What follows belongs to an exercise in optimizing a design on an open flow for small area and a short achievable clock period; a production flow would make more cautious choices. In this exercise RTL edits were held to simulation tests only and were not proved equivalent to the original. No activity file was given, so power comes from the tool's default toggle rates.

==> flow/design.v (outline; a module is shown in full before it is edited, if it fits) <==
// module work_zyq: 62 lines
// module zq_rca: 15 lines
// module zq_cneg: 14 lines
// module zq_bcd29: 66 lines
// module zq_ctl: 20 lines
// module zq_v4: 163 lines
// module zq_mul15: 607 lines
// module zq_div15: 638 lines
module work_zyq(CLK,rst,keystat,dataout);
  // ...
==> flow/flow/run.sh <==
#!/bin/bash
# Own layout flow: the standard synthesis and layout, except that
#  - Yosys skips the quick ABC pass inside synth (-noabc), extracts full/half adder
#    cells only in the modules listed in flow/fa_modules.txt (kept apart until mapping,
#    then flattened like the rest), and maps the logic with the area-oriented ABC script
#    in flow/abc.script (no gate upsizing); the next-state module zq_ctl is mapped with
#    ORFS's speed script;
#  - no buffers for module pass-through wires (modules are flattened after mapping);
#  - port buffers are buf_2 cells;
#  - the resizer's repair_timing aims at the slack in flow/margin.txt (the SDC's clock is
#    unchanged).
# Each tool's full output goes to a log file in the work folder.
set -euo pipefail
WORK=$(pwd)
FL=$WORK/flow
MARGIN=$(cat "$FL/margin.txt")
FAMODS=$(cat "$FL/fa_modules.txt")

sed -e "s#^source \$::env(SCRIPTS_DIR)/synth_preamble.tcl#source \$::env(SCRIPTS_DIR)/synth_preamble.tcl\nset abc_fast \$abc_args\nset abc_args [lreplace \$abc_args 1 1 $FL/abc.script]#" \
    -e "s#^  extract_fa {\*}\[dont_use_extract_fa_args\]\$#  extract_fa {*}[dont_use_extract_fa_args] $FAMODS#" \
    -e "s#^  log_cmd abc {\*}\$abc_args\$#  log_cmd abc {*}\$abc_fast zq_ctl\n  log_cmd abc {*}\$abc_args \$::env(DESIGN_NAME) $FAMODS#" \
  "$FLOW_HOME/scripts/synth.tcl" > "$WORK/own_synth.tcl"
grep -q "lreplace \$abc_args 1 1" "$WORK/own_synth.tcl"
grep -q "abc_fast zq_ctl" "$WORK/own_synth.tcl"
grep -q "extract_fa {\*}\[dont_use_extract_fa_args\] $FAMODS" "$WORK/own_synth.tcl"
sed "s#\$::env(SCRIPTS_DIR)/synth.tcl#$WORK/own_synth.tcl#" "$WORK/synth_recipe.tcl" > "$WORK/own_synth_recipe.tcl"
grep -q "own_synth.tcl" "$WORK/own_synth_recipe.tcl"
sed "s#SYNTH_SCRIPT=[^ ]*#SYNTH_SCRIPT=$WORK/own_synth_recipe.tcl#" "$WORK/standard.sh" > "$WORK/own_synth.sh"
grep -q "own_synth_recipe.tcl" "$WORK/own_synth.sh"

SYNTH_KEEP_MODULES="zq_ctl $FAMODS" SYNTH_ARGS=-noabc SYNTH_INSBUF=0 bash "$WORK/own_synth.sh" synth > "$WORK/synth.log" 2>&1
export BUFFER_PORTS_ARGS="-buffer_cell sky130_fd_sc_hd__buf_2"
export SETUP_SLACK_MARGIN=$MARGIN
bash "$WORK/standard.sh" > "$WORK/layout.log" 2>&1
test -f "$WORK/out/final.def"
==> flow/flow/abc.script <==
strash
dch
amap
topo
==> flow/flow/fa_modules.txt <==
zq_mul15
==> flow/flow/margin.txt <==
174.6
==> flow/standard.sh <==
#!/bin/bash
# synth_recipe.tcl (not shown) runs the flow's synth.tcl, then flattens the netlist and writes it again
# the make line also repeats each setting of config.mk as NAME=value (left out here)
make -C /OpenROAD-flow-scripts/flow DESIGN_CONFIG=/design/flow/config.mk WORK_HOME=/design/flow/orfs CLKGATE_MAP_FILE= SYNTH_SCRIPT=/design/flow/synth_recipe.tcl "${@:-finish}"
==> flow/config.mk <==
export PLATFORM = sky130hd
export DESIGN_NAME = work_zyq
export DESIGN_NICKNAME = work_zyq
export VERILOG_FILES = /design/flow/design.v
export SDC_FILE = /design/flow/constraint.sdc
export NUM_CORES = 8
export LEC_CHECK = 0
export CAP_MARGIN = 20
export CORE_MARGIN = 2
export CORE_UTILIZATION = 55
export PLACE_DENSITY = 0.7
export SLEW_MARGIN = 20
==> flow/constraint.sdc <==
create_clock -name core_clock -period 220.0 [get_ports {CLK}]
set_input_delay 44.0000 -clock core_clock [delete_from_list [all_inputs] [get_ports {CLK}]]
set_output_delay 44.0000 -clock core_clock [all_outputs]
set_load 0.01 [all_outputs]
==> impl_metrics.tcl, run 1 <==
set metrics [dict create \
    post-route-drc-count 0 \
    wl_met1_mm 21.38 \
    synth.ff_latch_count 55 \
    cts_tree "yes" \
    synth-compound-area-share_pct 35.95 \
    ctsResizeCount 1 \
    cts.hold.buffers_added 0 \
    postCtsSetupBuffers 1 \
    die_h_um 174.2 \
    reg_top3 "dataout (32), first (15), prestat (5)" \
    synthSimpleGateAreaFrac_pct 24.55 \
    critPathSlowestCell "or3_4" \
    synth_enable_flop_cells 0 \
    min-delay-path-class "reg2reg" \
    p_sw_share_pct 59.10 \
    crit_family "compound AO/OA/AOI/OAI gates" \
    syn_inst 2559 \
    cp_cell_sequence "buf_2 -> xor2_1 -> or3_4 -> o21bai_4 -> clkinvlp_2 -> o22ai_1" \
    wl_per_cell_um 16.33 \
    die_w_um 174.2 \
    drt_iter0_drc 1616 \
    signal_buffers 83 \
    p_seq_mw 0.0104 \
    synth_cell_types 49 \
    wl_met2_mm 22.63 \
    layout-drive-gt1-share_pct 5.878 \
    cp_data_arrival_time_ns 45.56 \
    crit_type "in2reg" \
    fin_ws_ns 174.66 \
    via_per_inst 6.157 \
    status "no timing/DRC/antenna violations" \
    layout_common_cells "718 x nor2_1, 300 x o21ai_0, 279 x clkinv_1" \
    start_util_pct 55.67 \
]
==> run 2, diff against run 1 <==
--- a/flow/config.mk
+++ b/flow/config.mk
@@ -7,6 +7,5 @@
 export LEC_CHECK = 0
 export CAP_MARGIN = 20
 export CORE_MARGIN = 2
-export CORE_UTILIZATION = 55
-export PLACE_DENSITY = 0.7
+export CORE_UTILIZATION = 40
 export SLEW_MARGIN = 20
==> impl_metrics.tcl, run 2 <==
set metrics [dict create \
    worstPathRequired_ns 220.18 \
    critPathMaxStageDelay_ns 0.31 \
    syn_inst 2559 \
    synth.avg_cell_area_um2 6.227 \
    synth_nets 2749 \
    cp_cell_sequence "buf_2 -> xnor2_1 -> and3_4 -> a2111oi_4 -> buf_6 -> buf_4 -> a222oi_1 -> clkinv_1" \
    path_buf_inv 4 \
    power_density_mw_per_mm2 8.147 \
    die_w_um 203.6 \
    numClockSinks 55 \
    syn2layout_area_growth_pct 10.91 \
    grt_max_degree 38 \
    dpl_cell_area_mm2 0.01698 \
    period_needed_ns 45.39 \
    synth_enable_flop_cells 0 \
    max-vdd-ir-drop_mv 0.01706 \
    insertion_delay_ns 0.30 \
    ant_nets 0 \
    min-delay-path-class "reg2reg" \
    dieArea_mm2 0.04145 \
    overflow 0 \
    synthArstFlopShare_pct 0 \
    clk_pin_slew_ns 0.07 \
    die_h_um 203.6 \
    cts_tree "yes" \
    cts.hold.buffers_added 0 \
    num_rows 73 \
    stdcell_area_mm2 0.01767 \
    final_max_slew_viol_count 0 \
    via_per_inst 5.726 \
    crit_type "in2reg" \
    vias 18210 \
    fmax_mhz 22.03 \
    start_util_pct 40.29 \
    synth_cell_types 49 \
    final_core_utilization_pct 44.69 \
    tightest_slew_ns 0.8692 \
    layout.nets 2845 \
    clock-root-buffer "clkbuf_16" \
    fin_crit_sh_pct 20.63 \
    dpl.hpwl_mm 38.53 \
    gp_congestion 0.9283 \
    n_fill_cell 4110 \
    drt_iter0_drc 1123 \
    post-place-ws_ns 174.00 \
    fin_ws_ns 174.61 \
    rsz0062_at_grt "true" \
    reg_top3 "dataout (32), first (15), prestat (5)" \
    synth_area_mm2 0.01594 \
    r2r_start "dataout[13]$_DFF_P_" \
    wl_per_cell_um 15.73 \
    antenna_found_initial 0 \
    maxSlewHeadroom_pct 41.52 \
    grt_pass1_vias 17000 \
    totalWireLength_mm 50.01 \
    io_pins 39 \
    layout_commonest_cell "nor2_1" \
    p_leak_nw 6.704 \
    antenna_cells 0 \
    coreArea_mm2 0.03955 \
    grt_pass1_wl_mm 81.31 \
    first_pass_iters 5 \
    regMostFlops "dataout" \
    post-route-drc-count 0 \
    yosysWarnings 2 \
    synthTopCellsByArea "fa_1 21%, nor2_1 17%, o21ai_0 10%" \
    largest_register_ffs 32 \
    cp_data_arrival_time_ns 45.56 \
    clock_skew_ns 0.006393 \
    track_usage_pct 23.73 \
    crit_family "buffers and inverters" \
    crit_start "keystat[1]" \
    min_from "dataout[29]$_DFF_P_" \
    cp-start-kind "input pin" \
    fin_setup_tns_ns 0 \
    ys_top_cells_by_count "726 x nor2_1, 319 x o21ai_0, 291 x clkinv_1" \
    synth.ff_latch_count 55 \
    synth_seq_area_share_pct 6.910 \
    setup-violations-final 0 \
    htree_levels 2 \
    cts_buffers 5 \
    synth_top_area_share_pct 21.11 \
    yosysMostFrequentCell "nor2_1" \
    endpoint_kind "register" \
    layout_common_cells "718 x nor2_1, 298 x o21ai_0, 281 x clkinv_1" \
    synth_top_area_cell "fa_1" \
    maxCapViolCount 0 \
    clockBufferDepth 2 \
    synthFlopType "dfxtp_1" \
    portBuffers 38 \
    layout-drive-gt1-share_pct 5.951 \
    cp_max_fo 7 \
    critPathSlowestCell "a222oi_1" \
    status "no timing/DRC/antenna violations" \
    hold_violations 0 \
]
run 2: cell types whose count changed in the layout (fill, tap and decap cells not counted), moves of 2 or more:
cell      previous run  this run
clkinv_1           279       281
a21oi_1            251       249
o21ai_0            300       298
o21ai_1             13        16
a21oi_2              5         8
buf_4               45        47
inv_2                7         4
run 2: layout make-up:
cell class              count  area, um2  share of cell area, %
repair inverters            1      6.256                0.03540
multi-input cells        2213      14070                  79.63
inverters                 293       1119                  6.329
well taps                 525      656.9                  3.717
repair buffers             86      554.3                  3.136
flip-flops and latches     55       1101                  6.230
clock inverters             2      37.54                 0.2124
clock buffers               5      125.1                 0.7079
run 2: report_power, final:
| part | total, mW | switching, mW | leakage, nW | internal, mW |
|---|---|---|---|---|
| clock | 0.00925 | 0.00393 | 0.0759 | 0.00532 |
| combinational | 0.124 | 0.0806 | 6.18 | 0.0438 |
| sequential | 0.0104 | 0.000276 | 0.445 | 0.0101 |
run 2: timing repair:
item / CTS / global route
gates resized for setup: 4 / 79
endpoints found under the setup margin: 40 / 49
gates cloned: 3 / 0
pin swaps: 3 / 12
setup buffers: 4 / 26
run 2: final timing paths:
path / endpoint / slack [ns] / cells after the start
setup reg to reg: dataout[0]$_DFF_P_ / 179.39 / 273
setup / recovery: dataout[28]$_DFF_P_ / 174.61 / 8
hold reg to reg: dataout[29]$_DFF_P_ / 0.49 / 2
hold / removal: dataout[29]$_DFF_P_ / 0.49 / 2
run 2: logic make-up after synthesis:
family	count (synthesis)	share of synthesized area, %
simple gates	1003	24.55
compound gates	963	35.95
buf+inv	293	6.902
fa+ha+maj	183	22.28
xor+xnor	62	3.408
flops	55	6.910
run 2: worst min-delay path, delay by kind of cell (launching register included):
family | cells | cell delay (ns)
DFF | 1 | 0.33
AOI/OAI and AO/OA | 2 | 0.12
run 2: per-stage QoR:
stage	hold WS, ns	std cells	power, mW
floorplan	0.4798	2559	0.1032
global placement	0.4590	3140	0.1225
detailed placement	0.4692	3140	0.1263
CTS	0.4891	3154	0.1363
global route	0.5058	3180	0.1600
finish	0.4886	3180	0.1440
run 2: metal layers:
metal / wire [um] / track usage (%) / vias up
met3: 2842 / 3.132 / 56
met1: 22520 / 30.76 / 8491
met5: 0 / 0 / -
li1: - / - / 9255
met4: 788 / 5.266 / 0
met2: 23860 / 41.94 / 408
run 2: per-module statistics from Yosys, one instance, submodules excluded:
module | times used | area, um2 | flops+latches | cells inside
work_zyq | 1 | 11240 | 55 | 2114
zq_mul15 | 1 | 4503 | 0 | 416
zq_ctl | 1 | 191.4 | 0 | 29
==> run 3, diff against run 2 <==
==> flow/flow/margin.txt (replaced) <==
173.8
==> impl_metrics.tcl, run 3 <==
set metrics [dict create \
    clk_pin_slew_ns 0.07 \
    n_fill_cell 4131 \
    clock-root-buffer "clkbuf_16" \
    clock_skew_ns 0.009341 \
    crit_type "in2reg" \
    antenna_cells 0 \
    fmax_mhz 21.83 \
    final_max_slew_viol_count 0 \
    overflow 0 \
    reg_top3 "dataout (32), first (15), prestat (5)" \
    regMostFlops "dataout" \
    io_pins 39 \
    start_util_pct 40.29 \
    yosysMostFrequentCell "nor2_1" \
    post-place-ws_ns 173.27 \
    cts_buffers 5 \
    synth_fa_ha_area_share_pct 22.28 \
    syn2layout_area_growth_pct 10.30 \
    synth.ff_latch_count 55 \
    stdcell_area_mm2 0.01758 \
    period_needed_ns 45.82 \
    die_w_um 203.6 \
    post-route-drc-count 0 \
    fin_setup_tns_ns 0 \
    p_switching_mw 0.08385 \
    yosys.area_share.xor_xnor_pct 3.408 \
    numClockSinks 55 \
    min-delay-path-class "reg2reg" \
    synth_top_area_cell "fa_1" \
    synth_seq_area_share_pct 6.910 \
    cp_data_arrival_time_ns 46.06 \
    synth.avg_cell_area_um2 6.227 \
    wl_per_cell_um 15.46 \
    maxCapViolCount 0 \
    synth-compound-area-share_pct 35.95 \
    power_density_mw_per_mm2 8.138 \
    via_per_inst 5.744 \
    drt_iter0_drc 1295 \
    dpl_cell_area_mm2 0.01695 \
    htree_levels 2 \
    dpl.hpwl_mm 38.12 \
    coreArea_mm2 0.03955 \
    synthTopCellsByArea "fa_1 21%, nor2_1 17%, o21ai_0 10%" \
    timing.hold.ws_ns 0.4938 \
    track_usage_pct 23.39 \
    clockBufferDepth 2 \
    gp_congestion 0.9313 \
    insertion_delay_ns 0.30 \
    status "no timing/DRC/antenna violations" \
    synth_nets 2749 \
    synthArstFlopShare_pct 0 \
    tightest_slew_ns 1.108 \
    cts_tree "yes" \
    cts.hold.buffers_added 0 \
    p_int_mw 0.05919 \
    synth_top_area_share_pct 21.11 \
    layout_commonest_cell "nor2_1" \
    die_h_um 203.6 \
    synth_area_mm2 0.01594 \
    setup-violations-final 0 \
    p_sw_share_pct 58.62 \
    fin_crit_sh_pct 20.83 \
    vias 18240 \
    grt_pass1_wl_mm 80.74 \
    yosys-mux-area-fraction_pct 0 \
    grt_max_degree 38 \
    portBuffers 38 \
    instances_no_fill 3175 \
    ant_nets 0 \
    synth_enable_flop_cells 0 \
    dieArea_mm2 0.04145 \
    num_rows 73 \
    hold_violations 0 \
    p_comb_share_pct 86.3 \
    clkPwrFrac_pct 6.4 \
    cp-start-kind "input pin" \
    largest_register_ffs 32 \
    synthFlopType "dfxtp_1" \
    first_pass_iters 8 \
    synthSimpleGateAreaFrac_pct 24.55 \
    layout-drive-gt1-share_pct 5.736 \
    ys_top_cells_by_count "726 x nor2_1, 319 x o21ai_0, 291 x clkinv_1" \
    cp_max_fo 28 \
    antenna_found_initial 0 \
    maxSlewHeadroom_pct 25.69 \
    worstPathRequired_ns 220.24 \
    fin_ws_ns 174.18 \
    synth_cell_types 49 \
    grt_pass1_vias 16940 \
    power.share.sequential_pct 7.3 \
    layout.nets 2840 \
    totalWireLength_mm 49.09 \
    dp.cells 3141 \
    p_leak_nw 6.703 \
    yosysWarnings 2 \
    max-vdd-ir-drop_mv 0.01626 \
    synth_top_family_by_area "compound AO/OA/AOI/OAI gates" \
    rsz0062_at_grt "false" \
    syn_inst 2559 \
    layout_common_cells "722 x nor2_1, 302 x o21ai_0, 282 x clkinv_1" \
    endpoint_kind "register" \
]
-- run 3: cell counts after synthesis --
No cell type changed its count.
-- run 3: worst paths after layout --
kind	startpoint	to	slack, ns	cells past startpoint
worst min register to register	dataout[30]$_DFF_P_	dataout[30]$_DFF_P_	0.49	2
worst max-delay path	keystat[2]	dataout[0]$_DFF_P_	174.18	8
worst max register to register	dataout[12]$_DFF_P_	dataout[0]$_DFF_P_	179.20	277
worst min-delay path	dataout[30]$_DFF_P_	dataout[30]$_DFF_P_	0.49	2
-- run 3: cell families after synthesis --
logic type                 count (synthesis)
and+or+nand+nor                         1003
buffers and inverters                    293
DFF                                       55
adders and majority gates                183
AOI/OAI and AO/OA                        963
xor gates and xnor gates                  62
-- run 3: layer usage --
metal  GRT usage [%]  vias up  share of wire [%]
met2           41.00      439                 48
met3           2.461       62                4.8
li1                -     9222                  -
met4           5.839        0                2.0
met1           30.73     8515                 45
met5               0        -                  0
-- run 3: power groups by stage --
stage	Sequential [mW]	Combinational [mW]	Clock, mW
3_5_place_dp	0.0106	0.115	0
4_1_cts	0.0104	0.116	0.00915
5_1_grt	0.0104	0.140	0.00956
3_3_place_gp	0.0106	0.112	0
6_report	0.0104	0.124	0.00912
2_1_floorplan	0.0106	0.0925	0
-- run 3: cell type report --
| type | instances | area (um2) | share of cell area (%) |
|---|---|---|---|
| Clock buffer | 6 | 128.9 | 0.7332 |
| Sequential cell | 55 | 1102 | 6.271 |
| Tap cell | 525 | 656.9 | 3.737 |
| Clock inverter | 1 | 30.03 | 0.1708 |
| Timing Repair Buffer | 84 | 535.5 | 3.047 |
| Multi-Input combinational cell | 2211 | 14010 | 79.73 |
| Inverter | 293 | 1110 | 6.314 |
-- run 3: critical path, cell delays in order --
cell       delay [ns]
buf_2            0.17
xor2_1           0.18
nor2_1           0.13
a2111oi_2        0.93
inv_4            0.28
nor2b_1          0.19
a221oi_1         0.06
nand2b_1         0.11
-- run 3: per-stage QoR --
stage / total power, mW / util (%)
finish: 0.1430 / 44.44
global route: 0.1604 / 44.44
floorplan: 0.1031 / -
global placement: 0.1222 / 42.85
CTS: 0.1351 / 43.25
detailed placement: 0.1256 / 42.85
-- run 3: timing repair --
action	CTS	global route
endpoints found under the setup margin	28	29
pin swaps	0	13
setup buffers	0	27
gates resized for setup	1	78
endpoints found under the hold margin	0	0
-- run 3: per-module statistics from Yosys, one instance, submodules excluded --
module / cells / copies in the design / cell area, um2
zq_ctl: 29 / 1 / 191.4
work_zyq: 2114 / 1 / 11240
zq_mul15: 416 / 1 / 4503
==> run 4, diff against run 3 <==
==> flow/flow/margin.txt (replaced) <==
0
==> impl_metrics.tcl, run 4 <==
set metrics [dict create \
    status "no timing/DRC/antenna violations" \
    first_pass_iters 5 \
    ctsResizeCount 0 \
    layout.nets 2812 \
    layout_commonest_cell "nor2_1" \
    synth_seq_area_share_pct 6.910 \
    dieArea_mm2 0.04145 \
    fmax_mhz 21.51 \
    grt_pass1_wl_mm 81.16 \
    drt_iter0_drc 1218 \
    syn_inst 2559 \
    synth.avg_cell_area_um2 6.227 \
    dpl.hpwl_mm 38.03 \
    synth_enable_flop_cells 0 \
    endpoint_kind "register" \
    multiInputGateArea_mm2 0.01377 \
    gp_congestion 0.9055 \
    hold_violations 0 \
    final_max_slew_viol_count 0 \
    largest_register_ffs 32 \
    cp_max_fo 28 \
    ff_latch_area_mm2 0.001101 \
    max-vdd-ir-drop_mv 0.01609 \
    totalWireLength_mm 48.81 \
    fin_setup_tns_ns 0 \
    coreArea_mm2 0.03955 \
    overflow 0 \
    yosysWarnings 2 \
    yosys.area_share.xor_xnor_pct 3.408 \
    maxCapViolCount 0 \
    synth_fa_ha_area_share_pct 22.28 \
    cts_buffers 5 \
    worstPathRequired_ns 220.21 \
    clockBufferDepth 2 \
    cts_tree "yes" \
    ant_nets 0 \
    fin_crit_sh_pct 21.13 \
    synthFlopType "dfxtp_1" \
    grt_max_degree 38 \
    synth_nets 2749 \
    cp-start-kind "input pin" \
    start_util_pct 40.29 \
    cp_data_arrival_time_ns 46.70 \
    rsz0062_at_grt "false" \
    synthArstFlopShare_pct 0 \
    grt.busiest_layer "met2" \
    htree_levels 2 \
    p_total_mw 0.1348 \
    via_per_inst 5.751 \
    power_density_mw_per_mm2 7.885 \
    timing.hold.ws_ns 0.4887 \
    regMostFlops "dataout" \
    reg_top3 "dataout (32), first (15), prestat (5)" \
    syn2layout_area_growth_pct 7.318 \
    wl_per_cell_um 15.50 \
    portBuffers 38 \
    synth_area_mm2 0.01594 \
    crit_type "in2reg" \
    vias 18110 \
    synthTopCellsByArea "fa_1 21%, nor2_1 17%, o21ai_0 10%" \
    layout-drive-gt1-share_pct 2.745 \
    track_usage_pct 23.44 \
    io_pins 39 \
    synth_cell_types 49 \
    met1_usage_pct 30.95 \
    clock-root-buffer "clkbuf_16" \
    clock_skew_ns 0.009219 \
    num_rows 73 \
    numClockSinks 55 \
    layout_common_cells "726 x nor2_1, 318 x o21ai_0, 291 x clkinv_1" \
    tightest_slew_ns 1.118 \
    p_leak_nw 6.468 \
    grt_use_met3_pct 2.285 \
    antenna_found_initial 0 \
    postCtsSetupBuffers 0 \
    synth.ff_latch_count 55 \
    grt_pass1_vias 16960 \
    n_fill_cell 4179 \
    synth_top_area_cell "fa_1" \
    synthSimpleGateAreaFrac_pct 24.55 \
    synth_top_family_by_area "compound AO/OA/AOI/OAI gates" \
    die_w_um 203.6 \
    cts.hold.buffers_added 0 \
    grtUsageMet2_pct 41.14 \
    yosysMostFrequentCell "nor2_1" \
    post-route-drc-count 0 \
    synth_top_area_share_pct 21.11 \
    clk_pin_slew_ns 0.07 \
    min-delay-path-class "reg2reg" \
    die_h_um 203.6 \
    yosys-mux-area-fraction_pct 0 \
    ys_top_cells_by_count "726 x nor2_1, 319 x o21ai_0, 291 x clkinv_1" \
    period_needed_ns 46.49 \
    setup-violations-final 0 \
    maxSlewHeadroom_pct 25.49 \
    insertion_delay_ns 0.31 \
    synth-compound-area-share_pct 35.95 \
]
[run 4: per-stage QoR]
step / util, % / setup slack [ns] / area [um2] / cells
floorplan: - / 173.77 / 15940 / 2559
global placement: 42.83 / 173.31 / 16940 / 3140
detailed placement: 42.83 / 173.25 / 16940 / 3140
CTS: 43.20 / 173.56 / 17090 / 3148
global route: 43.23 / 168.36 / 17100 / 3148
finish: 43.24 / 173.51 / 17100 / 3149
[run 4: final timing paths]
kind                  startpoint                   to  slack (ns)  cells past startpoint
max                   keystat[2]  dataout[17]$_DFF_P_      173.51                      6
min          dataout[30]$_DFF_P_  dataout[30]$_DFF_P_        0.49                      2
max reg2reg  dataout[12]$_DFF_P_   dataout[0]$_DFF_P_      174.51                    276
min reg2reg  dataout[30]$_DFF_P_  dataout[30]$_DFF_P_        0.49                      2
[run 4: modules after synthesis (local to each module, per instance)]
module    flip-flops and latches  area (um2)  copies in the design  cells inside
zq_ctl                         0       191.4                     1            29
work_zyq                      55       11240                     1          2114
zq_mul15                       0        4503                     1           416
[run 4: cell families (layout without fill, tap and decap cells)]
logic type / count (synthesis) / after routing
DFF: 55 / 55
xor gates and xnor gates: 62 / 62
adders and majority gates: 183 / 183
other: 0 / 1
AOI/OAI and AO/OA: 963 / 963
and+or+nand+nor: 1003 / 1003
buffers and inverters: 293 / 357
[run 4: final cells by class]
class	instances	share of cell area, %
multi-input combinational	2211	80.51
sequential	55	6.438
tap	525	3.841
clock inverter	3	0.1317
antenna	1	0.01463
timing repair buffer	56	1.902
inverter	293	6.431
clock buffer	5	0.7316
[run 4: power by group]
part           leakage (nW)  internal, mW  total [mW]  switching [mW]
Sequential            0.445        0.0101      0.0104        0.000257
Combinational          5.95        0.0398       0.116          0.0763
Clock                0.0746       0.00430     0.00836         0.00406
Total                  6.47        0.0542       0.135          0.0806
[run 4: worst max-delay path: stages]
cell and delay (ns):
buf_2 0.17, xor2_1 0.19, nor2_1 0.15, a2111oi_2 0.83, clkinv_1 0.90, o221ai_1 0.44
[run 4: metal layers]
| metal | vias up | part of all wire (%) |
|---|---|---|
| li1 | 9177 | - |
| met1 | 8474 | 46 |
| met2 | 392 | 47 |
| met3 | 68 | 4.5 |
| met4 | 0 | 2.1 |
| met5 | - | 0 |
==> run 5, diff against run 4 <==
==> flow/flow/margin.txt (replaced) <==
174.2
==> impl_metrics.tcl, run 5 <==
set metrics [dict create \
    dieArea_mm2 0.04145 \
    syn_inst 2559 \
    final_max_slew_viol_count 0 \
    clockBufferDepth 2 \
    critPathMaxStageDelay_ns 0.61 \
    antenna_cells 0 \
    largest_register_ffs 32 \
    cp-start-kind "input pin" \
    synth_top_area_cell "fa_1" \
    ys_top_cells_by_count "726 x nor2_1, 319 x o21ai_0, 291 x clkinv_1" \
    coreArea_mm2 0.03955 \
    fin_crit_sh_pct 20.74 \
    portBuffers 38 \
    track_usage_pct 23.44 \
    numClockSinks 55 \
    rsz0062_at_grt "true" \
    antenna_found_initial 0 \
    fmax_mhz 21.92 \
    synthFlopType "dfxtp_1" \
    num_rows 73 \
    clock_skew_ns 0.009384 \
    status "no timing/DRC/antenna violations" \
    tightest_slew_ns 0.8715 \
    final_core_utilization_pct 44.36 \
    post-route-drc-count 0 \
    drt_iter0_drc 1304 \
    grt_pass1_wl_mm 81.08 \
    cts_buffers 5 \
    endpoint_kind "register" \
    synth_area_mm2 0.01594 \
    overflow 0 \
    ant_nets 0 \
    setup-violations-final 0 \
    layout_common_cells "720 x nor2_1, 300 x o21ai_0, 282 x clkinv_1" \
    synth_nets 2749 \
    yosysWarnings 2 \
    layout.nets 2832 \
    layout_commonest_cell "nor2_1" \
    layout-drive-gt1-share_pct 5.602 \
    stdcell_area_mm2 0.01754 \
    syn2layout_area_growth_pct 10.10 \
    die_w_um 203.6 \
    synth_enable_flop_cells 0 \
    cts_tree "yes" \
    cp_cell_sequence "buf_2 -> xor2_1 -> nor2_1 -> a21oi_4 -> clkinv_1 -> o221ai_1" \
    synth_cell_types 49 \
    synth.avg_cell_area_um2 6.227 \
    power_density_mw_per_mm2 8.167 \
    cp_max_fo 25 \
    worstPathRequired_ns 220.21 \
    via_per_inst 5.718 \
    clk_pin_slew_ns 0.07 \
    period_needed_ns 45.62 \
    crit_type "in2reg" \
    die_h_um 203.6 \
    fin_setup_tns_ns 0 \
    wl_per_cell_um 15.36 \
    vias 18110 \
    first_pass_iters 9 \
    hold_violations 0 \
    cts.hold.buffers_added 0 \
    grt_pass1_vias 17060 \
    grt_max_degree 38 \
    maxSlewHeadroom_pct 41.28 \
    dpl_cell_area_mm2 0.01695 \
    synthArstFlopShare_pct 0 \
    regMostFlops "dataout" \
    synth_seq_area_share_pct 6.910 \
    synthTopCellsByArea "fa_1 21%, nor2_1 17%, o21ai_0 10%" \
    dpl.hpwl_mm 37.77 \
    critPathSlowestCell "a21oi_4" \
    synth.ff_latch_count 55 \
    min-delay-path-class "reg2reg" \
    max-vdd-ir-drop_mv 0.01426 \
    start_util_pct 40.29 \
    maxCapViolCount 0 \
    gp_congestion 0.9136 \
    p_leak_nw 6.658 \
    clock-root-buffer "clkbuf_16" \
    instances_no_fill 3167 \
    yosysMostFrequentCell "nor2_1" \
    htree_levels 2 \
    io_pins 39 \
    reg_top3 "dataout (32), first (15), prestat (5)" \
    totalWireLength_mm 48.64 \
    cp_data_arrival_time_ns 45.83 \
    dp.cells 3141 \
    synth_top_area_share_pct 21.11 \
    insertion_delay_ns 0.30 \
]
[run 5: cell type report]
cell class,instances,area (um2)
Inverter,293,1110
Clock inverter,1,30.03
Timing Repair Buffer,76,475.5
Clock buffer,6,128.9
Fill cell,4153,22000
Multi-Input combinational cell,2211,14040
Sequential cell,55,1102
Tap cell,525,656.9
[run 5: kinds of logic (layout without fill, tap and decap cells)]
family                     Yosys count  after routing  synth area share [%]
buffers and inverters              293            376                 6.902
adders and majority gates          183            183                 22.28
and+or+nand+nor                   1003           1003                 24.55
AOI/OAI and AO/OA                  963            963                 35.95
xor gates and xnor gates            62             62                 3.408
DFF                                 55             55                 6.910
[run 5: worst paths after layout]
check                                         start             endpoint  slack (ns)  cells after the start
worst min-delay path            dataout[29]$_DFF_P_  dataout[29]$_DFF_P_        0.50                      2
worst max-delay path                     keystat[2]  dataout[17]$_DFF_P_      174.38                      6
worst min register to register  dataout[29]$_DFF_P_  dataout[29]$_DFF_P_        0.50                      2
worst max register to register  dataout[12]$_DFF_P_   dataout[0]$_DFF_P_      179.28                    269
[run 5: through the flow]
step	setup WS (ns)	total power, mW	hold slack (ns)
floorplan	174.27	0.1031	0.4798
global placement	173.27	0.1221	0.4585
detailed placement	173.31	0.1255	0.4768
CTS	174.23	0.1352	0.4966
global route	173.92	0.1597	0.5330
finish	174.38	0.1433	0.4960
[run 5: timing repair]
| action | in CTS | in global routing |
|---|---|---|
| endpoints found under the setup margin | 28 | 40 |
| pin swaps | 0 | 9 |
| resized for setup | 3 | 82 |
| buffers inserted | 0 | 19 |
| gates cloned | 0 | 0 |
[run 5: layer usage]
layer / GRT usage (%) / part of all wire [%] / vias to the layer above
met3: 1.902 / 4.4 / 74
met5: 0 / 0 / -
met2: 40.60 / 47 / 423
met4: 6.230 / 2.3 / 0
li1: - / - / 9203
met1: 31.41 / 46 / 8408
[run 5: power by group]
group | switching (mW) | total, mW | internal (mW) | leakage, nW
combinational | 0.0801 | 0.124 | 0.0437 | 6.14
sequential | 0.000268 | 0.0104 | 0.0101 | 0.446
clock | 0.00376 | 0.00909 | 0.00533 | 0.0769
[run 5: modules after synthesis, one instance, submodules excluded]
module	flip-flops and latches	area, um2	cells inside
work_zyq	55	11240	2114
zq_mul15	0	4503	416
zq_ctl	0	191.4	29
[run 5: critical path: cells and delay by family]
family	cells	cell delay [ns]
AOI/OAI and AO/OA	2	0.88
buffers and inverters	2	0.56
and+or+nand+nor	1	0.17
xor gates and xnor gates	1	0.21
==> run 6, diff against run 5 <==
==> flow/flow/margin.txt (replaced) <==
174.6
--- a/flow/config.mk
+++ b/flow/config.mk
@@ -8,4 +8,5 @@
 export CAP_MARGIN = 20
 export CORE_MARGIN = 2
 export CORE_UTILIZATION = 40
+export CTS_BUF_LIST = sky130_fd_sc_hd__clkbuf_8
 export SLEW_MARGIN = 20
==> impl_metrics.tcl, run 6 <==
set metrics [dict create \
    cts.hold.buffers_added 0 \
    synth_nets 2749 \
    syn2layout_area_growth_pct 10.48 \
    maxCapViolCount 0 \
    status "no timing/DRC/antenna violations" \
    vias 18270 \
    post-route-drc-count 0 \
    synth_top_area_cell "fa_1" \
    rsz0062_at_grt "true" \
    grt_use_met3_pct 2.828 \
    maxSlewHeadroom_pct 39.29 \
    die_w_um 203.6 \
    min_from "dataout[30]$_DFF_P_" \
    fin_setup_tns_ns 0 \
    synthTopCellsByArea "fa_1 21%, nor2_1 17%, o21ai_0 10%" \
    final_max_slew_viol_count 0 \
    grt_pass1_vias 17000 \
    worstHoldEndpoint "dataout[30]$_DFF_P_" \
    fmax_mhz 22.05 \
    grt.busiest_layer "met2" \
    regMostFlops "dataout" \
    met1_usage_pct 31.06 \
    r2r_slack_ns 179.23 \
    layout-drive-gt1-share_pct 5.834 \
    critPathSlowestCell "a222oi_1" \
    synth_enable_flop_cells 0 \
    drt_iter0_drc 1098 \
    syn_inst 2559 \
    clock-root-buffer "clkbuf_8" \
    antenna_found_initial 0 \
    endpoint_kind "register" \
    overflow 0 \
    synthArstFlopShare_pct 0 \
    ant_nets 0 \
    synth.avg_cell_area_um2 6.227 \
    portBuffers 38 \
    hold_violations 0 \
    layout_common_cells "720 x nor2_1, 302 x o21ai_0, 281 x clkinv_1" \
    clk_pin_slew_ns 0.10 \
    synth_top_area_share_pct 21.11 \
    cp_data_arrival_time_ns 45.55 \
    track_usage_pct 23.76 \
    period_needed_ns 45.35 \
    htree_levels 2 \
    insertion_delay_ns 0.32 \
    synth_area_mm2 0.01594 \
    cts_buffers 5 \
    yosysWarnings 2 \
    cts_tree "yes" \
    p_leak_nw 6.681 \
    setup-violations-final 0 \
    coreArea_mm2 0.03955 \
    hold_path_depth 2 \
    critPathMaxStageDelay_ns 0.31 \
    n_fill_cell 4122 \
    synthFlopType "dfxtp_1" \
    crit_family "buffers and inverters" \
    crit_type "in2reg" \
    grt_max_degree 38 \
    cp-start-kind "input pin" \
    synth_seq_area_share_pct 6.910 \
    fin_crit_sh_pct 20.62 \
    r2r_start "dataout[12]$_DFF_P_" \
    wl_per_cell_um 15.74 \
    path_buf_inv 4 \
    ys_top_cells_by_count "726 x nor2_1, 319 x o21ai_0, 291 x clkinv_1" \
    ff2ff_path_depth 271 \
    dieArea_mm2 0.04145 \
    grtUsageMet2_pct 41.97 \
    crit_start "keystat[1]" \
    layout.nets 2847 \
    first_pass_iters 5 \
    synth.ff_latch_count 55 \
    max-vdd-ir-drop_mv 0.01705 \
    clock_skew_ns 0.01073 \
    grt_pass1_wl_mm 81.42 \
    io_pins 39 \
    largest_register_ffs 32 \
    numClockSinks 55 \
    clockBufferDepth 2 \
    regToRegEndpoint "dataout[0]$_DFF_P_" \
    layout_commonest_cell "nor2_1" \
    final_core_utilization_pct 44.52 \
    cp_cell_sequence "buf_2 -> xnor2_1 -> and3_4 -> a2111oi_4 -> buf_4 -> buf_4 -> a222oi_1 -> clkinv_1" \
    start_util_pct 40.29 \
    antenna_cells 0 \
    dpl.hpwl_mm 38.53 \
    totalWireLength_mm 50.09 \
    cpMostUsedCell "buf_4" \
    die_h_um 203.6 \
    yosysMostFrequentCell "nor2_1" \
    synth_cell_types 49 \
    min-delay-path-class "reg2reg" \
    num_rows 73 \
    worstPathRequired_ns 220.20 \
    reg_top3 "dataout (32), first (15), prestat (5)" \
    gp_congestion 0.9283 \
    power_density_mw_per_mm2 8.054 \
    cp_max_fo 7 \
    via_per_inst 5.740 \
    timing.hold.ws_ns 0.4950 \
    tightest_slew_ns 0.9023 \
]
-- run 6: cell counts after synthesis --
No cell type changed its count.
-- run 6: Yosys stat by module (local to each module, per instance) --
module / flops+latches / times used / cell area [um2]
work_zyq: 55 / 1 / 11240
zq_ctl: 0 / 1 / 191.4
zq_mul15: 0 / 1 / 4503
-- run 6: layout make-up --
class | count | area, um2 | area share [%]
flip-flops and latches | 55 | 1101 | 6.254
repair inverters | 2 | 11.26 | 0.06396
well taps | 525 | 656.9 | 3.731
clock inverters | 2 | 37.54 | 0.2132
clock buffers | 5 | 68.82 | 0.3909
multi-input cells | 2213 | 14050 | 79.82
repair buffers | 87 | 558.0 | 3.170
inverters | 293 | 1119 | 6.353
-- run 6: layer usage --
layer	vias up	wire, um
li1	9250	-
met1	8518	22660
met2	444	23790
met3	54	2884
met4	0	750
met5	-	0
-- run 6: cell families (layout without fill, tap and decap cells) --
family,Yosys count,in the layout,synth area share [%]
compound gates,963,965,35.95
xor+xnor,62,62,3.408
fa+ha+maj,183,183,22.28
buf+inv,293,389,6.902
flops,55,55,6.910
simple gates,1003,1003,24.55
-- run 6: how the worst max path moves through the flow --
stage	to	slack (ns)	cells after the start
global placement	dataout[0]$_DFF_P_	174.06	8
floorplan	dataout[10]$_DFF_P_	174.59	5
finish	dataout[28]$_DFF_P_	174.65	8
global route	dataout[0]$_DFF_P_	174.06	276
CTS	dataout[23]$_DFF_P_	174.58	6
detailed placement	dataout[0]$_DFF_P_	174.00	8
-- run 6: worst reg2reg max path: cells and delay by family (launching register included) --
kind | cells | cell delay [ns]
AOI/OAI and AO/OA | 118 | 20.95
and+or+nand+nor | 111 | 13.59
buffers and inverters | 38 | 4.80
xor gates and xnor gates | 4 | 0.88
DFF | 1 | 0.40
-- run 6: power by group --
group	total, mW	internal [mW]	leakage [nW]	switching (mW)
sequential	0.0104	0.0101	0.445	0.000272
combinational	0.124	0.0437	6.19	0.0806
clock	0.00702	0.00334	0.0502	0.00368
total	0.142	0.0572	6.68	0.0846
-- run 6: metrics by stage --
stage,setup WS [ns],power [mW],cell area (um2),std cells
after floorplan,174.59,0.1032,15990,2559
after global placement,174.06,0.1225,16980,3140
after detailed placement,174.00,0.1263,16980,3140
after CTS,174.58,0.1341,17150,3154
after global routing,174.06,0.1577,17610,3182
final,174.65,0.1418,17610,3182
-- run 6: repair_timing --
| item | in CTS | in global routing |
|---|---|---|
| setup buffers | 3 | 28 |
| resized for setup | 2 | 71 |
| endpoints found under the setup margin | 40 | 47 |
| cloned | 4 | 0 |
| pin swaps | 3 | 14 |
==> run 7, diff against run 6 <==
==> flow/config.mk (replaced) <==
export PLATFORM = sky130hd
export DESIGN_NAME = work_zyq
export DESIGN_NICKNAME = work_zyq
export VERILOG_FILES = /design/flow/design.v
export SDC_FILE = /design/flow/constraint.sdc
export NUM_CORES = 8
export LEC_CHECK = 0
export CAP_MARGIN = 0
export CORE_MARGIN = 2
export CORE_UTILIZATION = 40
export SLEW_MARGIN = 0
==> impl_metrics.tcl, run 7 <==
set metrics [dict create \
    status "no timing/DRC/antenna violations" \
    p_int_mw 0.05922 \
    post-route-drc-count 0 \
    min-delay-path-class "reg2reg" \
    antenna_cells 0 \
    synth_top_area_share_pct 21.11 \
    worstPathRequired_ns 220.18 \
    setup-violations-final 0 \
    regToRegEndpoint "dataout[0]$_DFF_P_" \
    endpoint "dataout[28]$_DFF_P_" \
    die_w_um 203.6 \
    via_per_inst 5.726 \
    num_rows 73 \
    hold_violations 0 \
    synth_enable_flop_cells 0 \
    wl_met2_mm 23.86 \
    min_from "dataout[29]$_DFF_P_" \
    clock_skew_ns 0.006393 \
    synthArstFlopShare_pct 0 \
    start_util_pct 40.29 \
    p_leak_nw 6.704 \
    synth_cell_types 49 \
    max-vdd-ir-drop_mv 0.01706 \
    antenna_found_initial 0 \
    synth_nets 2749 \
    insertion_delay_ns 0.30 \
    synth.ff_latch_count 55 \
    fin_setup_tns_ns 0 \
    r2r_start "dataout[13]$_DFF_P_" \
    p_switching_mw 0.08476 \
    maxSlewHeadroom_pct 41.52 \
    n_fill_cell 4110 \
    cp_data_arrival_time_ns 45.56 \
    grt_pass1_vias 17000 \
    clk_pin_slew_ns 0.07 \
    coreArea_mm2 0.03955 \
    synth_seq_area_share_pct 6.910 \
    cts_tree "yes" \
    synth_area_mm2 0.01594 \
    layout_common_cells "718 x nor2_1, 298 x o21ai_0, 281 x clkinv_1" \
    grt_max_degree 38 \
    overflow 0 \
    layout_commonest_cell "nor2_1" \
    synth_top_area_cell "fa_1" \
    syn_inst 2559 \
    drt_iter0_drc 1123 \
    ff2ff_path_depth 273 \
    crit_type "in2reg" \
    wl_per_cell_um 15.73 \
    portBuffers 38 \
    ff_latch_area_mm2 0.001101 \
    tightest_slew_ns 0.8692 \
    p_total_mw 0.1440 \
    first_pass_iters 5 \
    cts.hold.buffers_added 0 \
    numClockSinks 55 \
    synthFlopType "dfxtp_1" \
    clockBufferDepth 2 \
    final_max_slew_viol_count 0 \
    multiInputGateArea_mm2 0.01407 \
    die_h_um 203.6 \
    wl_met1_mm 22.52 \
    r2r_slack_ns 179.39 \
    totalWireLength_mm 50.01 \
    fin_crit_sh_pct 20.63 \
    p_sw_share_pct 58.87 \
    yosysMostFrequentCell "nor2_1" \
    ant_nets 0 \
    dieArea_mm2 0.04145 \
    endpoint_kind "register" \
    gp_congestion 0.9283 \
    period_needed_ns 45.39 \
    io_pins 39 \
    regMostFlops "dataout" \
    syn2layout_area_growth_pct 10.91 \
    clock-root-buffer "clkbuf_16" \
    reg_top3 "dataout (32), first (15), prestat (5)" \
    cp_max_fo 7 \
    maxCapViolCount 0 \
    ys_top_cells_by_count "726 x nor2_1, 319 x o21ai_0, 291 x clkinv_1" \
    grt_pass1_wl_mm 81.31 \
    cp-start-kind "input pin" \
    largest_register_ffs 32 \
    power_density_mw_per_mm2 8.147 \
    synthTopCellsByArea "fa_1 21%, nor2_1 17%, o21ai_0 10%" \
    layout.nets 2845 \
    power.share.sequential_pct 7.2 \
    routed.top_layer "met4" \
    clkPwrFrac_pct 6.4 \
    synth.avg_cell_area_um2 6.227 \
    yosysWarnings 2 \
    rsz0062_at_grt "true" \
    dpl.hpwl_mm 38.53 \
    layout-drive-gt1-share_pct 5.951 \
    htree_levels 2 \
    fmax_mhz 22.03 \
    wl_met3_mm 2.842 \
    cts_buffers 5 \
    vias 18210 \
    track_usage_pct 23.73 \
    crit_start "keystat[1]" \
    p_comb_share_pct 86.3 \
]
==> run 7: cell counts after synthesis <==
Identical to the previous run, type by type.
==> run 7: metal layers <==
metal  track usage [%]  vias up
li1                  -     9255
met1             30.76     8491
met2             41.94      408
met3             3.132       56
met4             5.266        0
met5                 0        -
==> run 7: cell families after synthesis <==
| logic type | after synthesis | synth area share (%) |
|---|---|---|
| simple gates | 1003 | 24.55 |
| compound gates | 963 | 35.95 |
| flops | 55 | 6.910 |
| fa+ha+maj | 183 | 22.28 |
| xor+xnor | 62 | 3.408 |
| buf+inv | 293 | 6.902 |
==> run 7: per-module statistics from Yosys (local to each module, per instance) <==
module	cell area, um2	times used	flops+latches	cells inside
work_zyq	11240	1	55	2114
zq_ctl	191.4	1	0	29
zq_mul15	4503	1	0	416
==> run 7: how the worst min path moves through the flow <==
stage                                to  cells past startpoint
CTS                 dataout[29]$_DFF_P_                      2
global placement    dataout[30]$_DFF_P_                      2
global route        dataout[28]$_DFF_P_                      2
floorplan              preop[1]$_DFF_P_                      2
detailed placement  dataout[29]$_DFF_P_                      2
finish              dataout[29]$_DFF_P_                      2
==> run 7: power groups by stage <==
stage / combinational (mW) / sequential [mW] / clock, mW
2_1_floorplan: 0.0926 / 0.0106 / 0
3_3_place_gp: 0.112 / 0.0106 / 0
3_5_place_dp: 0.116 / 0.0106 / 0
4_1_cts: 0.117 / 0.0104 / 0.00932
5_1_grt: 0.140 / 0.0104 / 0.00975
6_report: 0.124 / 0.0104 / 0.00925
==> run 7: through the flow <==
step / area, um2 / utilization (%) / instances / hold WS [ns] / worst slack (ns)
final: 17670 / 44.69 / 3180 / 0.4886 / 174.61
after global routing: 17670 / 44.69 / 3180 / 0.5058 / 174.16
after CTS: 17220 / 43.53 / 3154 / 0.4891 / 174.54
after detailed placement: 16980 / 42.94 / 3140 / 0.4692 / 174.00
after global placement: 16980 / 42.94 / 3140 / 0.4590 / 174.06
after floorplan: 15990 / - / 2559 / 0.4798 / 174.59
==> run 7: cell type report <==
type                    count  area share [%]
multi-input cells        2213           79.63
inverters                 293           6.329
flip-flops and latches     55           6.230
well taps                 525           3.717
repair buffers             86           3.136
clock buffers               5          0.7079
clock inverters             2          0.2124
repair inverters            1         0.03540
==> run 7: worst max-delay path, stage by stage <==
cell,delay (ns)
buf_2,0.16
xnor2_1,0.25
and3_4,0.30
a2111oi_4,0.09
buf_6,0.18
buf_4,0.15
a222oi_1,0.31
clkinv_1,0.11
==> run 7: repair_timing <==
action,4_1_cts,5_1_grt
pin swaps,3,12
setup buffers,4,26
resized for setup,4,79
endpoints found under the setup margin,40,49
cloned,3,0
==> run 8, diff against run 7 <==
==> flow/config.mk (replaced) <==
export PLATFORM = sky130hd
export DESIGN_NAME = work_zyq
export DESIGN_NICKNAME = work_zyq
export VERILOG_FILES = /design/flow/design.v
export SDC_FILE = /design/flow/constraint.sdc
export NUM_CORES = 8
export LEC_CHECK = 0
export CAP_MARGIN = 20
export CORE_MARGIN = 2
export CORE_UTILIZATION = 55
export CTS_BUF_LIST = sky130_fd_sc_hd__clkbuf_8
export PLACE_DENSITY = 0.7
export SLEW_MARGIN = 20
==> impl_metrics.tcl, run 8 <==
set metrics [dict create \
    drt_iter0_drc 1535 \
    num_rows 62 \
    cp_cell_sequence "buf_2 -> xor2_2 -> nor2_2 -> a2111oi_4 -> bufinv_8 -> nor2b_1 -> a221oi_1 -> nand2b_1" \
    yosysWarnings 2 \
    maxCapViolCount 0 \
    io_pins 39 \
    vias 18740 \
    die_h_um 174.2 \
    synth.avg_cell_area_um2 6.227 \
    cts_buffers 5 \
    max-vdd-ir-drop_mv 0.02023 \
    layout_commonest_cell "nor2_1" \
    via_per_inst 6.170 \
    post-route-drc-count 0 \
    hold_violations 0 \
    synth_enable_flop_cells 0 \
    clock_skew_ns 0.01114 \
    crit_family "simple AND/OR/NAND/NOR gates" \
    synth_area_mm2 0.01594 \
    synth_top_area_share_pct 21.11 \
    p_int_mw 0.05551 \
    overflow 0 \
    status "no timing/DRC/antenna violations" \
    fmax_mhz 22.06 \
    die_w_um 174.2 \
    p_leak_nw 6.670 \
    cp_data_arrival_time_ns 45.54 \
    first_pass_iters 7 \
    grt_pass1_vias 16790 \
    syn2layout_area_growth_pct 8.959 \
    yosysMostFrequentCell "nor2_1" \
    power_density_mw_per_mm2 7.973 \
    layout-drive-gt1-share_pct 5.767 \
    synth.ff_latch_count 55 \
    p_total_mw 0.1384 \
    grt_max_degree 38 \
    synthArstFlopShare_pct 0 \
    numClockSinks 55 \
    synth_top_area_cell "fa_1" \
    regMostFlops "dataout" \
    synth_seq_area_share_pct 6.910 \
    largest_register_ffs 32 \
    fin_crit_sh_pct 20.61 \
    clk_pin_slew_ns 0.09 \
    wl_per_cell_um 16.30 \
    period_needed_ns 45.34 \
    rsz0062_at_grt "true" \
    layout.nets 2842 \
    synth_nets 2749 \
    p_sw_share_pct 59.90 \
    syn_inst 2559 \
    ant_nets 0 \
    antenna_found_initial 0 \
    synthFlopType "dfxtp_1" \
    cts_tree "yes" \
    grt_pass1_wl_mm 79.99 \
    clkPwrFrac_pct 4.0 \
    worstPathRequired_ns 220.20 \
    clockBufferDepth 2 \
    n_fill_cell 2773 \
    dieArea_mm2 0.03035 \
    reg_top3 "dataout (32), first (15), prestat (5)" \
    fin_setup_tns_ns 0 \
    final_max_slew_viol_count 0 \
    antenna_cells 0 \
    tightest_slew_ns 1.105 \
    cp-start-kind "input pin" \
    critPathSlowestCell "nor2_2" \
    crit_type "in2reg" \
    min-delay-path-class "reg2reg" \
    p_switching_mw 0.08293 \
    layout_common_cells "719 x nor2_1, 300 x o21ai_0, 280 x clkinv_1" \
    track_usage_pct 31.63 \
    cp_max_fo 28 \
    critPathMaxStageDelay_ns 0.35 \
    endpoint_kind "register" \
    power.share.sequential_pct 7.5 \
    insertion_delay_ns 0.31 \
    coreArea_mm2 0.02863 \
    maxSlewHeadroom_pct 25.87 \
    setup-violations-final 0 \
    synth_cell_types 49 \
    ys_top_cells_by_count "726 x nor2_1, 319 x o21ai_0, 291 x clkinv_1" \
    cts.hold.buffers_added 0 \
    gp_congestion 0.9571 \
    start_util_pct 55.67 \
    path_buf_inv 2 \
    portBuffers 38 \
    htree_levels 2 \
    p_comb_share_pct 88.5 \
    clock-root-buffer "clkbuf_8" \
    dpl.hpwl_mm 37.49 \
    totalWireLength_mm 49.49 \
    synthTopCellsByArea "fa_1 21%, nor2_1 17%, o21ai_0 10%" \
]
## run 8: cell count changes in the layout (fill, tap and decap cells not counted), moves of 2 or more
cell	change
a21oi_2	-3
nor2_4	-2
buf_4	-3
clkbuf_8	+5
a21oi_1	+2
o21ai_1	-3
clkbuf_16	-5
o21ai_0	+2
inv_2	+3
## run 8: through the flow
| step | setup slack [ns] | utilization (%) | area, um2 | hold WS [ns] | std cells |
|---|---|---|---|---|---|
| floorplan | 174.59 | - | 15990 | 0.4798 | 2559 |
| global placement | 174.16 | 58.63 | 16780 | 0.4543 | 2996 |
| detailed placement | 174.09 | 58.63 | 16780 | 0.4593 | 2996 |
| CTS | 174.53 | 59.05 | 16900 | 0.4843 | 3007 |
| global route | 174.05 | 60.66 | 17360 | 0.5164 | 3037 |
| finish | 174.66 | 60.66 | 17360 | 0.4819 | 3037 |
## run 8: layer usage
metal / GRT usage (%) / wire length, um
met3: 4.615 / 4184
met2: 52.66 / 22510
met1: 42.71 / 21270
met5: 0 / 0
met4: 9.279 / 1521
## run 8: final timing paths
kind / start / to / slack (ns) / cells after the start
worst max-delay path: keystat[2] / dataout[0]$_DFF_P_ / 174.66 / 8
worst min register to register: dataout[29]$_DFF_P_ / dataout[29]$_DFF_P_ / 0.48 / 2
worst min-delay path: dataout[29]$_DFF_P_ / dataout[29]$_DFF_P_ / 0.48 / 2
worst max register to register: dataout[12]$_DFF_P_ / dataout[0]$_DFF_P_ / 179.10 / 275
## run 8: Yosys stat by module, one instance, submodules excluded
module	copies in the design	flops+latches	area, um2	cells
zq_mul15	1	0	4503	416
zq_ctl	1	0	191.4	29
work_zyq	1	55	11240	2114
## run 8: power by group through the flow
stage          Sequential (mW)  Clock (mW)  Combinational (mW)
2_1_floorplan           0.0106           0              0.0926
5_1_grt                 0.0105     0.00588               0.139
3_5_place_dp            0.0106           0               0.114
4_1_cts                 0.0104     0.00550               0.115
3_3_place_gp            0.0106           0               0.110
6_report                0.0104     0.00550               0.123
## run 8: tightest hold or removal path: stages, from the launching register on
cell and delay, ns:
dfxtp_1 0.33, a22oi_1 0.06, o21ai_0 0.06
## run 8: area by class of cell
cell class | instances | area [um2] | share of cell area (%)
sequential | 55 | 1102 | 6.349
inverter | 293 | 1122 | 6.464
clock inverter | 3 | 16.27 | 0.09368
timing repair inverter | 1 | 7.507 | 0.04324
clock buffer | 5 | 68.82 | 0.3963
tap | 384 | 480.5 | 2.767
timing repair buffer | 82 | 520.5 | 2.998
multi-input combinational | 2214 | 14040 | 80.89
## run 8: cell families after synthesis
| family | share of synthesized area [%] |
|---|---|
| simple gates | 24.55 |
| xor+xnor | 3.408 |
| buf+inv | 6.902 |
| compound gates | 35.95 |
| fa+ha+maj | 22.28 |
| flops | 6.910 |
## run 8: repair_timing
item                       CTS  global route
pin swaps                    2            13
setup endpoints to repair   40            50
gates cloned                 2             2
hold endpoints to repair     0             0
buffers inserted             1            28
gates resized for setup      1            77
==> run 9, diff against run 8 <==
==> flow/flow/run.sh (replaced) <==
#!/bin/bash
# Own layout flow: the standard synthesis and layout, except that
#  - Yosys skips the quick ABC pass inside synth (-noabc), extracts full/half adder
#    cells only in the modules listed in flow/fa_modules.txt (kept apart until mapping,
#    then flattened like the rest), and maps the logic with the area-oriented ABC script
#    in flow/abc.script (no gate upsizing); the modules in flow/fast_modules.txt (the key
#    decoder zq_ctl) are mapped with ORFS's speed script;
#  - no buffers for module pass-through wires (modules are flattened after mapping);
#  - port buffers are buf_2 cells;
#  - the resizer's repair_timing aims at the slack in flow/margin.txt (the SDC's clock is
#    unchanged).
# Each tool's full output goes to a log file in the work folder.
set -euo pipefail
WORK=$(pwd)
FL=$WORK/flow
MARGIN=$(cat "$FL/margin.txt")
FAMODS=$(cat "$FL/fa_modules.txt")
FASTMODS=$(cat "$FL/fast_modules.txt")

sed -e "s#^source \$::env(SCRIPTS_DIR)/synth_preamble.tcl#source \$::env(SCRIPTS_DIR)/synth_preamble.tcl\nset abc_fast \$abc_args\nset abc_args [lreplace \$abc_args 1 1 $FL/abc.script]#" \
    -e "s#^  extract_fa {\*}\[dont_use_extract_fa_args\]\$#  extract_fa {*}[dont_use_extract_fa_args] $FAMODS#" \
    -e "s#^  log_cmd abc {\*}\$abc_args\$#  log_cmd abc {*}\$abc_fast $FASTMODS\n  log_cmd abc {*}\$abc_args \$::env(DESIGN_NAME) $FAMODS#" \
  "$FLOW_HOME/scripts/synth.tcl" > "$WORK/own_synth.tcl"
grep -q "lreplace \$abc_args 1 1" "$WORK/own_synth.tcl"
grep -q "abc_fast $FASTMODS" "$WORK/own_synth.tcl"
grep -q "extract_fa {\*}\[dont_use_extract_fa_args\] $FAMODS" "$WORK/own_synth.tcl"
sed "s#\$::env(SCRIPTS_DIR)/synth.tcl#$WORK/own_synth.tcl#" "$WORK/synth_recipe.tcl" > "$WORK/own_synth_recipe.tcl"
grep -q "own_synth.tcl" "$WORK/own_synth_recipe.tcl"
sed "s#SYNTH_SCRIPT=[^ ]*#SYNTH_SCRIPT=$WORK/own_synth_recipe.tcl#" "$WORK/standard.sh" > "$WORK/own_synth.sh"
grep -q "own_synth_recipe.tcl" "$WORK/own_synth.sh"

SYNTH_KEEP_MODULES="$FASTMODS $FAMODS" SYNTH_ARGS=-noabc SYNTH_INSBUF=0 bash "$WORK/own_synth.sh" synth > "$WORK/synth.log" 2>&1
export BUFFER_PORTS_ARGS="-buffer_cell sky130_fd_sc_hd__buf_2"
export SETUP_SLACK_MARGIN=$MARGIN
bash "$WORK/standard.sh" > "$WORK/layout.log" 2>&1
test -f "$WORK/out/final.def"
==> flow/flow/fast_modules.txt (new file) <==
zq_ctl
--- a/flow/config.mk
+++ b/flow/config.mk
@@ -7,7 +7,7 @@
 export LEC_CHECK = 0
 export CAP_MARGIN = 20
 export CORE_MARGIN = 2
-export CORE_UTILIZATION = 55
+export CORE_UTILIZATION = 65
 export CTS_BUF_LIST = sky130_fd_sc_hd__clkbuf_8
-export PLACE_DENSITY = 0.7
+export PLACE_DENSITY = 0.8
 export SLEW_MARGIN = 20
==> impl_metrics.tcl, run 9 <==
set metrics [dict create \
    status "no timing/DRC/antenna violations" \
    cts_tree "yes" \
    yosys-mux-area-fraction_pct 0 \
    hold_violations 0 \
    cp_data_arrival_time_ns 45.56 \
    tightest_slew_ns 1.156 \
    critPathMaxStageDelay_ns 0.37 \
    synth_fa_ha_area_share_pct 22.28 \
    power_density_mw_per_mm2 8.143 \
    num_rows 57 \
    start_util_pct 65.91 \
    grt_pass1_vias 17330 \
    synth_area_mm2 0.01594 \
    max-vdd-ir-drop_mv 0.02953 \
    vias 19080 \
    dieArea_mm2 0.02578 \
    numClockSinks 55 \
    fin_crit_sh_pct 20.61 \
    p_leak_nw 6.672 \
    synth_top_area_cell "fa_1" \
    cp-start-kind "input pin" \
    syn_inst 2559 \
    reg_top3 "dataout (32), first (15), prestat (5)" \
    overflow 0 \
    synth.avg_cell_area_um2 6.227 \
    die_w_um 160.6 \
    endpoint_kind "register" \
    totalWireLength_mm 49.75 \
    io_pins 39 \
    die_h_um 160.6 \
    synthArstFlopShare_pct 0 \
    syn2layout_area_growth_pct 8.550 \
    synthSimpleGateAreaFrac_pct 24.55 \
    largest_register_ffs 32 \
    setup-violations-final 0 \
    cts.hold.buffers_added 0 \
    drt_iter0_drc 1677 \
    layout-drive-gt1-share_pct 5.809 \
    dpl.hpwl_mm 37.46 \
    clock_skew_ns 0.01445 \
    wl_per_cell_um 16.72 \
    regMostFlops "dataout" \
    fin_setup_tns_ns 0 \
    grt_pass1_wl_mm 80.16 \
    cp_max_fo 28 \
    synth-compound-area-share_pct 35.95 \
    synthTopCellsByArea "fa_1 21%, nor2_1 17%, o21ai_0 10%" \
    synth_top_area_share_pct 21.11 \
    gp_congestion 0.9348 \
    track_usage_pct 37.35 \
    layout_common_cells "720 x nor2_1, 304 x o21ai_0, 284 x clkinv_1" \
    min-delay-path-class "reg2reg" \
    synth_nets 2749 \
    post-place-ws_ns 174.09 \
    clock-root-buffer "clkbuf_8" \
    fmax_mhz 22.05 \
    cts_buffers 5 \
    synthFlopType "dfxtp_1" \
    ant_nets 0 \
    fin_ws_ns 174.66 \
    synth_cell_types 49 \
    htree_levels 2 \
    period_needed_ns 45.34 \
    synth_enable_flop_cells 0 \
    rsz0062_at_grt "true" \
    p_total_mw 0.1409 \
    portBuffers 38 \
    yosysMostFrequentCell "nor2_1" \
    antenna_found_initial 1 \
    worstPathRequired_ns 220.22 \
    synth.ff_latch_count 55 \
    yosys.area_share.xor_xnor_pct 3.408 \
    yosysWarnings 2 \
    layout_commonest_cell "nor2_1" \
    maxCapViolCount 0 \
    coreArea_mm2 0.02418 \
    cp_cell_sequence "buf_2 -> xor2_1 -> nor2_2 -> a2111oi_4 -> bufinv_8 -> nor2b_1 -> a221oi_1 -> nand2b_1" \
    first_pass_iters 8 \
    synth_seq_area_share_pct 6.910 \
    final_max_slew_viol_count 0 \
    insertion_delay_ns 0.33 \
    maxSlewHeadroom_pct 22.45 \
    ys_top_cells_by_count "726 x nor2_1, 319 x o21ai_0, 291 x clkinv_1" \
    crit_type "in2reg" \
    post-route-drc-count 0 \
    grt_max_degree 38 \
    clk_pin_slew_ns 0.11 \
    layout.nets 2840 \
    critPathSlowestCell "nor2_2" \
    synth_top_family_by_area "compound AO/OA/AOI/OAI gates" \
    clockBufferDepth 2 \
    via_per_inst 6.412 \
]
==> run 9: path summary, 6_finish.rpt <==
check,start,to,slack (ns),depth (start not counted)
max reg2reg,dataout[12]$_DFF_P_,dataout[0]$_DFF_P_,178.60,269
min,dataout[28]$_DFF_P_,dataout[28]$_DFF_P_,0.50,2
max,keystat[2],dataout[0]$_DFF_P_,174.66,8
min reg2reg,dataout[28]$_DFF_P_,dataout[28]$_DFF_P_,0.50,2
==> run 9: Yosys stat by module, one instance, submodules excluded <==
module | flip-flops and latches | copies in the design | cells
zq_ctl | 0 | 1 | 29
work_zyq | 55 | 1 | 2114
zq_mul15 | 0 | 1 | 416
==> run 9: area by class of cell <==
class | instances | area (um2)
multi-input cells | 2213 | 14050
clock inverters | 3 | 27.53
inverters | 293 | 1119
flip-flops and latches | 55 | 1101
fillers | 2088 | 6879
repair buffers | 82 | 520.5
well taps | 324 | 405.4
diodes | 1 | 2.502
clock buffers | 5 | 68.82
==> run 9: cells by family (layout without fill, tap and decap cells) <==
group / count (synthesis) / in the layout
xor gates and xnor gates: 62 / 62
DFF: 55 / 55
and+or+nand+nor: 1003 / 1003
buffers and inverters: 293 / 383
adders and majority gates: 183 / 183
other: 0 / 1
AOI/OAI and AO/OA: 963 / 965
==> run 9: worst max-delay path, delay by kind of cell <==
family                 cells  cell delay [ns]
AND/OR/NAND/NOR            3             0.52
AO/OA/AOI/OAI              2             0.35
buffers and inverters      2             0.48
XOR/XNOR                   1             0.20
==> run 9: routing by layer <==
layer / part of all wire (%) / routed length (um) / global-route usage [%]
met1: 41 / 20360 / 48.90
met2: 46 / 22720 / 62.99
met3: 9.9 / 4945 / 6.560
met4: 3.5 / 1724 / 12.20
met5: 0 / 0 / 0
==> run 9: what timing repair did <==
| action | CTS | global route |
|---|---|---|
| resized for setup | 0 | 72 |
| gates cloned | 2 | 0 |
| endpoints found under the setup margin | 29 | 48 |
| pin swaps | 3 | 13 |
| buffers inserted | 1 | 26 |
==> run 9: power breakdown <==
part	switching, mW	internal [mW]
registers	0.000254	0.0101
logic	0.0812	0.0432
clock network	0.00373	0.00235
==> run 9: metrics by stage <==
step	cells	hold WS, ns	cell area, um2	util [%]
final	2976	0.4979	17300	71.55
after global routing	2975	0.5522	17300	71.54
after CTS	2949	0.4990	16850	69.68
after detailed placement	2938	0.4725	16720	69.17
after global placement	2938	0.4542	16720	69.17
after floorplan	2559	0.4798	15990	-
==> run 10, diff against run 9 <==
--- a/flow/config.mk
+++ b/flow/config.mk
@@ -8,6 +8,5 @@
 export CAP_MARGIN = 20
 export CORE_MARGIN = 2
 export CORE_UTILIZATION = 65
-export CTS_BUF_LIST = sky130_fd_sc_hd__clkbuf_8
 export PLACE_DENSITY = 0.8
 export SLEW_MARGIN = 20
==> impl_metrics.tcl, run 10 <==
set metrics [dict create \
    tightest_slew_ns 1.167 \
    dieArea_mm2 0.02578 \
    ys_top_cells_by_count "726 x nor2_1, 319 x o21ai_0, 291 x clkinv_1" \
    via_per_inst 6.385 \
    numClockSinks 55 \
    reg_top3 "dataout (32), first (15), prestat (5)" \
    clockBufferDepth 2 \
    synth_area_mm2 0.01594 \
    portBuffers 38 \
    io_pins 39 \
    clock-root-buffer "clkbuf_16" \
    fin_crit_sh_pct 20.62 \
    critPathSlowestCell "a222oi_1" \
    clk_pin_slew_ns 0.08 \
    maxSlewHeadroom_pct 21.71 \
    insertion_delay_ns 0.30 \
    setup-violations-final 0 \
    layout_commonest_cell "nor2_1" \
    htree_levels 2 \
    drt_iter0_drc 2117 \
    endpoint_kind "register" \
    grt_max_degree 38 \
    start_util_pct 65.91 \
    synth_seq_area_share_pct 6.910 \
    num_rows 57 \
    synthFlopType "dfxtp_1" \
    syn2layout_area_growth_pct 8.998 \
    grt_pass1_vias 17360 \
    synth_enable_flop_cells 0 \
    antenna_found_initial 1 \
    dpl.hpwl_mm 37.46 \
    cp_cell_sequence "buf_2 -> xnor2_2 -> nand3_1 -> o22ai_4 -> buf_4 -> a222oi_1 -> clkinv_1" \
    die_w_um 160.6 \
    track_usage_pct 37.36 \
    post-route-drc-count 0 \
    synth.ff_latch_count 55 \
    wl_per_cell_um 16.80 \
    n_fill_cell 2080 \
    first_pass_iters 7 \
    ant_nets 0 \
    synth_nets 2749 \
    gp_congestion 0.9348 \
    status "no timing/DRC/antenna violations" \
    layout-drive-gt1-share_pct 5.847 \
    synth_top_area_cell "fa_1" \
    maxCapViolCount 0 \
    rsz0062_at_grt "true" \
    clock_skew_ns 0.007168 \
    final_max_slew_viol_count 0 \
    die_h_um 160.6 \
    cp_max_fo 10 \
    totalWireLength_mm 49.98 \
    critPathMaxStageDelay_ns 0.37 \
    layout.nets 2840 \
    regMostFlops "dataout" \
    synth_top_area_share_pct 21.11 \
    cp_data_arrival_time_ns 45.54 \
    fmax_mhz 22.05 \
    synthArstFlopShare_pct 0 \
    layout_common_cells "719 x nor2_1, 303 x o21ai_0, 284 x clkinv_1" \
    yosysWarnings 2 \
    p_leak_nw 6.704 \
    yosysMostFrequentCell "nor2_1" \
    worstPathRequired_ns 220.18 \
    min-delay-path-class "reg2reg" \
    fin_setup_tns_ns 0 \
    p_total_mw 0.1429 \
    max-vdd-ir-drop_mv 0.02949 \
    largest_register_ffs 32 \
    cp-start-kind "input pin" \
    power_density_mw_per_mm2 8.228 \
]
[run 10: stage by stage]
| step | instances | util [%] | hold slack (ns) | setup slack (ns) | instance area (um2) |
|---|---|---|---|---|---|
| CTS | 2949 | 69.95 | 0.4907 | 174.60 | 16910 |
| global route | 2975 | 71.83 | 0.5426 | 174.08 | 17370 |
| floorplan | 2559 | - | 0.4798 | 174.59 | 15990 |
| finish | 2976 | 71.84 | 0.4879 | 174.64 | 17370 |
| detailed placement | 2938 | 69.17 | 0.4725 | 174.09 | 16720 |
| global placement | 2938 | 69.17 | 0.4542 | 174.19 | 16720 |
[run 10: metal layers]
metal / share of wire [%] / track usage (%)
met4: 3.8 / 12.20
met2: 46 / 63.21
met5: 0 / 0
met3: 9.4 / 5.914
met1: 41 / 49.16
[run 10: area by class of cell]
type	instances	area (um2)	area share [%]
Clock buffer	5	125.1	0.7204
Sequential cell	55	1101	6.339
Tap cell	324	405.4	2.334
Multi-Input combinational cell	2213	14070	81.01
Inverter	293	1116	6.426
Clock inverter	3	27.53	0.1585
Timing Repair Buffer	82	520.5	2.997
Antenna cell	1	2.502	0.01441
[run 10: modules after synthesis, one instance, submodules excluded]
module | flops+latches | area [um2] | times used
zq_mul15 | 0 | 4503 | 1
work_zyq | 55 | 11240 | 1
zq_ctl | 0 | 191.4 | 1
[run 10: path summary, 6_finish.rpt]
check,startpoint,end,slack [ns],cells past startpoint
max,keystat[3],dataout[26]$_DFF_P_,174.64,7
min,dataout[28]$_DFF_P_,dataout[28]$_DFF_P_,0.49,2
max reg2reg,dataout[12]$_DFF_P_,dataout[0]$_DFF_P_,178.65,269
min reg2reg,dataout[28]$_DFF_P_,dataout[28]$_DFF_P_,0.49,2
[run 10: cell families after synthesis]
logic type / count (synthesis) / share of synthesized area [%]
buf+inv: 293 / 6.902
xor+xnor: 62 / 3.408
simple gates: 1003 / 24.55
flops: 55 / 6.910
compound gates: 963 / 35.95
fa+ha+maj: 183 / 22.28
[run 10: report_power, final]
part / internal, mW / leakage (nW) / total (mW) / switching [mW]
clock: 0.00433 / 0.0719 / 0.00825 / 0.00392
sequential: 0.0101 / 0.445 / 0.0104 / 0.000259
combinational: 0.0432 / 6.19 / 0.124 / 0.0810
total: 0.0577 / 6.70 / 0.143 / 0.0852
[run 10: critical path: cells and delay by family]
kind,cells,cell delay [ns]
AO/OA/AOI/OAI,2,0.52
XOR/XNOR,1,0.18
AND/OR/NAND/NOR,1,0.36
buffers and inverters,3,0.48
[run 10: timing repair]
| item | in CTS | in global routing |
|---|---|---|
| buffers inserted | 1 | 26 |
| setup endpoints to repair | 33 | 49 |
| resized for setup | 3 | 73 |
| hold buffers | 0 | 0 |
| pin swaps | 3 | 13 |
| cloned | 2 | 0 |
